This design comes from an exercise in tuning for small area and a short achievable clock period on the open sky130 flow, not from production work.
In this exercise RTL edits were held to simulation tests only and were not proved equivalent to the original.

==> flow/design.v (outline; a module is shown in full before it is edited, if it fits) <==
// module quadrature_decoder: 9 lines
// module StepperPositionController: 1284 lines
// module sp_csa: 10 lines
// module sp_hsa: 9 lines
// module sp_rca: 22 lines
// module sp_inc: 19 lines
// module sp_ugt: 19 lines
module StepperPositionController (
    input clk,
    input reset,
    input write,
    input [4:0] address,
    input signed [31:0] writedata,
    input read,
    output signed [31:0] readdata,
    output step,
    output dir,
    input A,
    input B,
    input I,
    output reg enable,
    output reg [1:0] MS,
    input endswitch
  );
  // ...
==> flow/run.sh <==
#!/bin/bash
# synth_recipe.tcl (not shown) runs the flow's synth.tcl, then flattens the netlist and writes it again
# the make line also repeats each setting of config.mk as NAME=value (left out here)
make -C /OpenROAD-flow-scripts/flow DESIGN_CONFIG=/design/flow/config.mk WORK_HOME=/design/flow/orfs CLKGATE_MAP_FILE= SYNTH_SCRIPT=/design/flow/synth_recipe.tcl finish
==> flow/config.mk <==
export PLATFORM = sky130hd
export DESIGN_NAME = StepperPositionController
export DESIGN_NICKNAME = StepperPositionController
export VERILOG_FILES = /design/flow/design.v
export SDC_FILE = /design/flow/constraint.sdc
export NUM_CORES = 4
export LEC_CHECK = 0
export ABC_AREA = 1
export CAP_MARGIN = 20
export CORE_MARGIN = 2
export CORE_UTILIZATION = 40
export CTS_BUF_LIST = sky130_fd_sc_hd__clkbuf_4
export SLEW_MARGIN = 20
export SYNTH_HIERARCHICAL = 1
==> flow/constraint.sdc <==
create_clock -name core_clock -period 100.0 [get_ports {clk}]
set_input_delay 20.0000 -clock core_clock [delete_from_list [all_inputs] [get_ports {clk}]]
set_output_delay 20.0000 -clock core_clock [all_outputs]
set_load 0.01 [all_outputs]
==> metrics.cfg, run 1 <==
[final_layout]
stdcell_count = 8403
post-route-util_pct = 43.8
multi_input_comb_cells = 4571
num-fill-cells = 14000
inv_count = 752
n_all_buffers = 193
ff_latch_area_um2 = 16500
drive_gt1_share_pct = 7.83
n_clock_buffer = 250

[route]
dr.max_layer_used = met5

[placement]
post-place-ws_ns = 56.13
dp_cells = 8085

[clocking]
cts_resized = 0
cts-buffers-inserted = 169
htree_levels = 4

[die]
ios = 82
start_util_pct = 40.3

[timing]
whs_ns = 0.353
min_period_ns = 43.98
final-max-slew-violation-count = 0

[synth]
async_reset_ff_share_pct = 92.5
synth_flop_cell = dfrtp_1
syn_area_um2 = 58700
yosys.area.top_type = fa_1
syn-instance-count = 6403
synth.avg_cell_area_um2 = 9.16
synthAdderAreaFrac_pct = 28.8

[job]
maxCapViolations = 0

[critical_path]
r2r_cells = 88
path_depth = 12
required_ns = 80.00

[status]
outcome = finished clean

==> run 2: changes to the inputs <==
==> flow/flow/run.sh (new file) <==
#!/bin/bash
# The standard layout (standard.sh), with the clock tree built without the
# dummy loads that CTS otherwise adds for balancing. Each tool's output goes to
# the ORFS logs under orfs/logs; standard.sh's own output to standard.log.
set -o pipefail
export CTS_ARGS="-sink_clustering_enable -repair_clock_nets -dont_use_dummy_load -buf_list sky130_fd_sc_hd__clkbuf_4"
bash standard.sh > standard.log 2>&1
==> flow/standard.sh (new file) <==
#!/bin/bash
# synth_recipe.tcl (not shown) runs the flow's synth.tcl, then flattens the netlist and writes it again
# the make line also repeats each setting of config.mk as NAME=value (left out here)
make -C /OpenROAD-flow-scripts/flow DESIGN_CONFIG=/design/flow/config.mk WORK_HOME=/design/flow/orfs CLKGATE_MAP_FILE= SYNTH_SCRIPT=/design/flow/synth_recipe.tcl "${@:-finish}"
removed: flow/run.sh
==> metrics.cfg, run 2 <==
[status]
outcome = finished clean  ; unchanged

[die]
start_util_pct = 40.3  ; unchanged
num_rows = 140  ; unchanged
ios = 82  ; unchanged
die_h_um = 387  ; unchanged
die-area_um2 = 150000  ; unchanged
die_w_um = 387  ; unchanged
coreArea_um2 = 146000  ; unchanged

[synth]
synth_warnings = 7  ; unchanged
syn_area_um2 = 58700  ; unchanged
synth_cell_types = 56  ; unchanged
synth.yosys.seq_area_share_pct = 28.0  ; unchanged
synth-edff-count = 24  ; unchanged
yosys.area.top_type = fa_1  ; unchanged
synth_top_area_share_pct = 24.9  ; unchanged
synth_flop_cell = dfrtp_1  ; unchanged
async_reset_ff_share_pct = 92.5  ; unchanged
ys_top_cells_by_area = fa_1 25%, dfrtp_1 24%, xor2_1 8.7%  ; unchanged
synth_seq_cells = 655  ; unchanged
syn-instance-count = 6403  ; unchanged
synth_commonest_cells = 1068 x nand2_1, 755 x o22ai_1, 731 x fa_1  ; unchanged
yosys.cell_count.top_type = nand2_1  ; unchanged
synth.avg_cell_area_um2 = 9.16  ; unchanged

[critical_path]
arrival_ns = 24.00  ; was 23.98 ns
critical_path_class = in2out  ; unchanged
cp_common_cell = nor2_1  ; unchanged
critPathCaptureType = output pin  ; unchanged
crit_family = buffers and inverters  ; unchanged
path_buf_inv = 6  ; unchanged
required_ns = 80.00  ; about the same
crit_slowest_cell = a2111oi_0  ; unchanged
startpoint = address[0]  ; unchanged
cpPeakStageDelay_ns = 0.92  ; about the same
crit_fanout = 26  ; unchanged
crit_chain = clkdlybuf4s50_1 -> inv_1 -> nand2_1 -> nor2_1 -> inv_1 -> nor2_1 -> buf_4 -> clkinv_1 -> nor2_1 -> a2111oi_0 -> nand4_1 -> clkdlybuf4s50_1  ; unchanged
r2r_start = position[0]  ; unchanged
startpoint_type = primary input  ; unchanged

[route]
wl_per_cell_um = 24.8  ; was 24.5 um
routed_via_density = 5.91  ; was 5.84
vias = 48800  ; was 49100
drtIter0Drc = 5205  ; was 5364
routed_wl_um = 205000  ; was 206000 um
postRouteAntennaNets = 0  ; unchanged
drc = 0  ; unchanged
firstDrtPassIters = 6  ; unchanged

[placement]
dpl_cell_area_um2 = 61300  ; unchanged
dp_cells = 8085  ; unchanged
post-place-ws_ns = 56.13  ; unchanged
dp_hpwl_um = 151000  ; unchanged
routabilityCongestion = 0.951  ; unchanged
io_buffers = 79  ; unchanged

[timing]
grt_setup_unrepaired = false  ; unchanged
max_freq_mhz = 22.7  ; about the same
skew_ns = 0.0760  ; was 0.0621 ns
finalSetupViolCount = 0  ; unchanged
maxSlewHeadroom_pct = 20.0  ; was 22.2%
finalHoldViolations = 0  ; unchanged
worst_pin_slew_ns = 1.20  ; was 1.16 ns
min_period_ns = 44.00  ; was 43.98 ns
tns_ns = 0  ; unchanged
fin_ws_ns = 56.00  ; was 56.02 ns
final-max-slew-violation-count = 0  ; unchanged
min_period_over_period_pct = 44.0  ; about the same

[final_layout]
stdcell_count = 8267  ; was 8403
final_cell_mix = 1054 x nand2_1, 755 x o22ai_1, 720 x inv_1, 720 x fa_1, 581 x xor2_1  ; unchanged
finalInstanceArea_um2 = 62700  ; was 63700 um2
drive_gt1_share_pct = 6.32  ; was 7.83%
multi_input_comb_area_um2 = 38000  ; unchanged
ff_latch_area_um2 = 16500  ; unchanged
num-fill-cells = 14100  ; was 14000
layout.nets = 7299  ; unchanged
final_common_cell = nand2_1  ; unchanged
area_growth_pct = 6.87  ; was 8.64%

[global_routing]
grt_use_total_pct = 27.1  ; was 27.2%
overflow = 0  ; unchanged
grt_start_max_net_pins = 153  ; unchanged
grt_pass1_wl_um = 310000  ; was 311000 um
antenna_found_initial = 7  ; was 8
grt_pass1_vias = 50000  ; was 50200

[clocking]
htree_levels = 4  ; unchanged
clock_path_buffers = 3  ; unchanged
cts_tree = yes  ; unchanged
cts.reportedPaths.clkPinSlew_ns = 0.06  ; about the same
insertion_delay_ns = 1.11  ; was 1.12 ns
cts_setup_buffers = 0  ; unchanged
cts-buffers-inserted = 169  ; unchanged
clock-sinks = 655  ; unchanged
cts_hold_buffers = 0  ; unchanged
cts_resized = 0  ; unchanged
root_buffer = clkbuf_4  ; unchanged

[min_path]
min_path_type = reg2reg  ; unchanged
min_from = b_delayed[0]  ; unchanged

[job]
maxCapViolations = 0  ; unchanged

run 2: cells by family after synthesis:
group / count (synthesis) / synth area share, %
buf+inv: 1185 / 7.66
mux: 1 / 0.0192
fa+ha+maj: 912 / 28.8
compound gates: 1485 / 15.6
xor+xnor: 586 / 8.75
simple gates: 1577 / 11.1
other cells: 2 / 0.0128
flops: 655 / 28.0
run 2: per-layer routing:
metal	part of all wire [%]	vias up	track usage, %
met2	44	2776	40.9
met3	11	522	7.73
met1	41	24300	36.8
met4	3.9	6	10.8
li1	-	21200	-
met5	0.017	-	0
run 2: final timing paths:
path                                 to  slack (ns)  cells past startpoint
max                        readdata[16]       56.00                     12
min in group asynchronous   ms_lfsr[11]       19.43                      2
max in group asynchronous      count[1]       77.75                      5
max reg2reg                      res_nz       66.80                     88
min                        b_delayed[1]        0.35                      0
min reg2reg                b_delayed[1]        0.35                      0
run 2: modules after synthesis, one instance, submodules excluded, excerpt:
module | flops+latches | copies in the design | cell area, um2 | cells
StepperPositionController | 655 | 1 | 43200 | 5594
quadrature_decoder | 0 | 1 | 70.1 | 16
run 2: worst reg2reg max path, delay by kind of cell (launching register included):
kind                     cells  cell delay, ns
AO/OA/AOI/OAI                4            0.52
XOR/XNOR                     1            0.23
adder cells (fa/ha/maj)     68           28.82
buffers and inverters        5            1.88
flip-flops                   1            0.43
AND/OR/NAND/NOR             10            1.27
run 2: cell type report:
type	count	area share [%]
clock buffer	169	2.02
tap	1917	3.83
inverter	752	4.51
timing repair buffer	193	2.76
multi-input combinational	4571	60.6
antenna	10	0.0399
sequential	655	26.2
run 2: per-stage QoR:
stage	utilization (%)	hold slack, ns
after floorplan	-	0.331
final	43.1	0.353
after detailed placement	42.1	0.338
after global routing	43.1	0.369
after global placement	42.1	0.337
after CTS	43.0	0.355
==> run 3: changes to the inputs <==
--- a/flow/flow/run.sh
+++ b/flow/flow/run.sh
@@ -5,3 +5,3 @@
 set -o pipefail
-export CTS_ARGS="-sink_clustering_enable -repair_clock_nets -dont_use_dummy_load -buf_list sky130_fd_sc_hd__clkbuf_4"
+export CTS_ARGS="-sink_clustering_enable -repair_clock_nets -dont_use_dummy_load -buf_list sky130_fd_sc_hd__clkbuf_8 -sink_clustering_size 16 -sink_clustering_max_diameter 80"
 bash standard.sh > standard.log 2>&1
==> metrics.cfg, run 3 <==
[critical_path]
critical_path_class = in2out  ; unchanged
startpoint_type = primary input  ; unchanged
cpPeakStageDelay_ns = 0.87  ; was 0.92 ns
cp_common_cell = nor2_1  ; unchanged
crit_fanout = 26  ; unchanged
path_buf_inv = 6  ; unchanged
crit_chain = clkdlybuf4s50_1 -> inv_1 -> nand2_1 -> nor2_1 -> inv_1 -> nor2_1 -> buf_4 -> clkinv_1 -> nor2_1 -> a2111oi_0 -> nand4_1 -> clkdlybuf4s50_1  ; unchanged
crit_slowest_cell = a2111oi_0  ; unchanged
critPathCaptureType = output pin  ; unchanged
r2r_start = position[0]  ; unchanged
arrival_ns = 23.94  ; was 24.00 ns
crit_family = buffers and inverters  ; unchanged
startpoint = address[0]  ; unchanged
required_ns = 80.00  ; about the same

[clocking]
cts_tree = yes  ; unchanged
clock_path_buffers = 3  ; unchanged
cts_resized = 0  ; unchanged
cts-buffers-inserted = 48  ; was 169
cts_setup_buffers = 0  ; unchanged
insertion_delay_ns = 0.72  ; was 1.11 ns
cts_hold_buffers = 0  ; unchanged
clock-sinks = 655  ; unchanged
root_buffer = clkbuf_8  ; was clkbuf_4
cts.reportedPaths.clkPinSlew_ns = 0.11  ; was 0.06 ns
htree_levels = 2  ; was 4

[global_routing]
grt_pass1_wl_um = 307000  ; was 310000 um
antenna_found_initial = 4  ; was 7
grt_pass1_vias = 49000  ; was 50000
grt_start_max_net_pins = 153  ; unchanged
overflow = 0  ; unchanged
grt_use_total_pct = 26.8  ; was 27.1%

[final_layout]
post-route-util_pct = 42.6  ; was 43.1%
layout.nets = 7177  ; was 7299
num-fill-cells = 14100  ; about the same
finalInstanceArea_um2 = 62000  ; was 62700 um2
final_common_cell = nand2_1  ; unchanged
final_cell_mix = 1054 x nand2_1, 755 x o22ai_1, 720 x inv_1, 720 x fa_1, 581 x xor2_1  ; unchanged
area_growth_pct = 5.76  ; was 6.87%
drive_gt1_share_pct = 4.50  ; was 6.32%

[die]
coreArea_um2 = 146000  ; unchanged
ios = 82  ; unchanged
die_w_um = 387  ; unchanged
start_util_pct = 40.3  ; unchanged
num_rows = 140  ; unchanged
die_h_um = 387  ; unchanged
die-area_um2 = 150000  ; unchanged

[timing]
finalHoldViolations = 0  ; unchanged
tns_ns = 0  ; unchanged
whs_ns = 0.364  ; was 0.353 ns
min_period_ns = 43.94  ; was 44.00 ns
min_period_over_period_pct = 43.9  ; was 44.0%
final-max-slew-violation-count = 0  ; unchanged
skew_ns = 0.0653  ; was 0.0760 ns
grt_setup_unrepaired = false  ; unchanged
worst_pin_slew_ns = 1.19  ; was 1.20 ns
finalSetupViolCount = 0  ; unchanged
maxSlewHeadroom_pct = 20.6  ; was 20.0%
max_freq_mhz = 22.8  ; was 22.7 MHz

[synth]
synth_seq_cells = 655  ; unchanged
syn-instance-count = 6403  ; unchanged
synth.yosys.seq_area_share_pct = 28.0  ; unchanged
synth-edff-count = 24  ; unchanged
synth_top_area_share_pct = 24.9  ; unchanged
synth_cell_types = 56  ; unchanged
synth_warnings = 7  ; unchanged
async_reset_ff_share_pct = 92.5  ; unchanged
synth.avg_cell_area_um2 = 9.16  ; unchanged
yosys.cell_count.top_type = nand2_1  ; unchanged
yosys.area.top_type = fa_1  ; unchanged
ys_top_cells_by_area = fa_1 25%, dfrtp_1 24%, xor2_1 8.7%  ; unchanged
synth_flop_cell = dfrtp_1  ; unchanged
synth_commonest_cells = 1068 x nand2_1, 755 x o22ai_1, 731 x fa_1  ; unchanged
syn_area_um2 = 58700  ; unchanged

[route]
routed_wl_um = 204000  ; was 205000 um
wl_met2_um = 90200  ; was 90100 um
drc = 0  ; unchanged
firstDrtPassIters = 6  ; unchanged
postRouteAntennaNets = 0  ; unchanged
vias = 48200  ; was 48800
met3_length_um = 21600  ; was 22300 um
routed_via_density = 5.92  ; was 5.91
wl_per_cell_um = 25.1  ; was 24.8 um
dr.max_layer_used = met5  ; unchanged
met1_length_um = 84700  ; was 85000 um
drtIter0Drc = 5253  ; was 5205

[placement]
dp_hpwl_um = 151000  ; unchanged
io_buffers = 79  ; unchanged
dpl_cell_area_um2 = 61300  ; unchanged
routabilityCongestion = 0.951  ; unchanged

[min_path]
min_from = b_delayed[0]  ; unchanged
min_path_type = reg2reg  ; unchanged

[job]
maxCapViolations = 0  ; unchanged

[status]
outcome = finished clean  ; unchanged

run 3: changes by cell type in the layout (fill, tap and decap cells not counted):
cell | before | now
clkbuf_8 | 0 | 48
clkinv_1 | 20 | 19
inv_2 | 11 | 12
clkbuf_4 | 169 | 0
diode_2 | 10 | 2
clkbuf_16 | 1 | 0
run 3: cell type report:
cell class	count	area, um2	share of cell area [%]
Tap cell	1917	2400	3.87
Timing Repair Buffer	192	1700	2.75
Inverter	752	2830	4.56
Antenna cell	2	5.00	0.00807
Sequential cell	655	16500	26.5
Clock buffer	48	661	1.06
Multi-Input combinational cell	4571	38000	61.2
run 3: cells by family after synthesis:
| family | share of synthesized area (%) |
|---|---|
| AOI/OAI and AO/OA | 15.6 |
| xor gates and xnor gates | 8.75 |
| adders and majority gates | 28.8 |
| buffers and inverters | 7.66 |
| DFF | 28.0 |
| muxes | 0.0192 |
| other | 0.0128 |
| and+or+nand+nor | 11.1 |
run 3: worst paths after layout:
path / end / slack [ns] / depth (start not counted)
max in group asynchronous: ramp_up_limit[3] / 77.43 / 5
min: b_delayed[1] / 0.36 / 0
min reg2reg: b_delayed[1] / 0.36 / 0
min in group asynchronous: ms_lfsr[10] / 19.79 / 2
max reg2reg: res_nz / 66.63 / 87
max: readdata[16] / 56.06 / 12
run 3: per-layer routing:
metal,vias up,track usage (%)
met2,2673,40.8
li1,20900,-
met3,452,6.36
met4,2,9.84
met1,24200,37.1
met5,-,0
run 3: Yosys stat by module (local to each module, per instance), excerpt:
module | cell area (um2) | cells inside | times used
StepperPositionController | 43200 | 5594 | 1
quadrature_decoder | 70.1 | 16 | 1
run 3: stage by stage:
step | std cells | worst slack (ns)
after detailed placement | 8085 | 56.13
after global placement | 8084 | 56.19
after CTS | 8133 | 56.12
after global routing | 8136 | 55.96
final | 8137 | 56.06
after floorplan | 6411 | 58.39

static timing again, ports no longer ideal:
How much do the figures lean on ideal ports? The routed layouts below were timed once more, with nothing changed but the port constraints. Step 1 assumes that a clkbuf_16 drives the clock port and a buf_2 every other input. Step 2 times the ports against the registers' clock, not the clock port: input delays grow and output delays shrink by t, the midpoint of the rising clock arrivals with the driver on. a / b / c = ideal ports / drivers / drivers and shift; a / b = the first two.
| run | t (ns) | setup WS [ns] | worst data-port slew with drivers (ns) |
|---|---|---|---|
| run 1 | 1.158 | 56.017 / 55.986 / 55.986 | 0.10 |
| run 2 | 1.135 | 55.995 / 55.965 / 55.965 | 0.10 |
| run 3 | 0.760 | 56.058 / 56.028 / 56.028 | 0.11 |
After both steps every run listed still meets setup and hold. The setup slack of run 1, which loses most, moves by -0.031 ns with the drivers and by -0.031 ns with both steps.
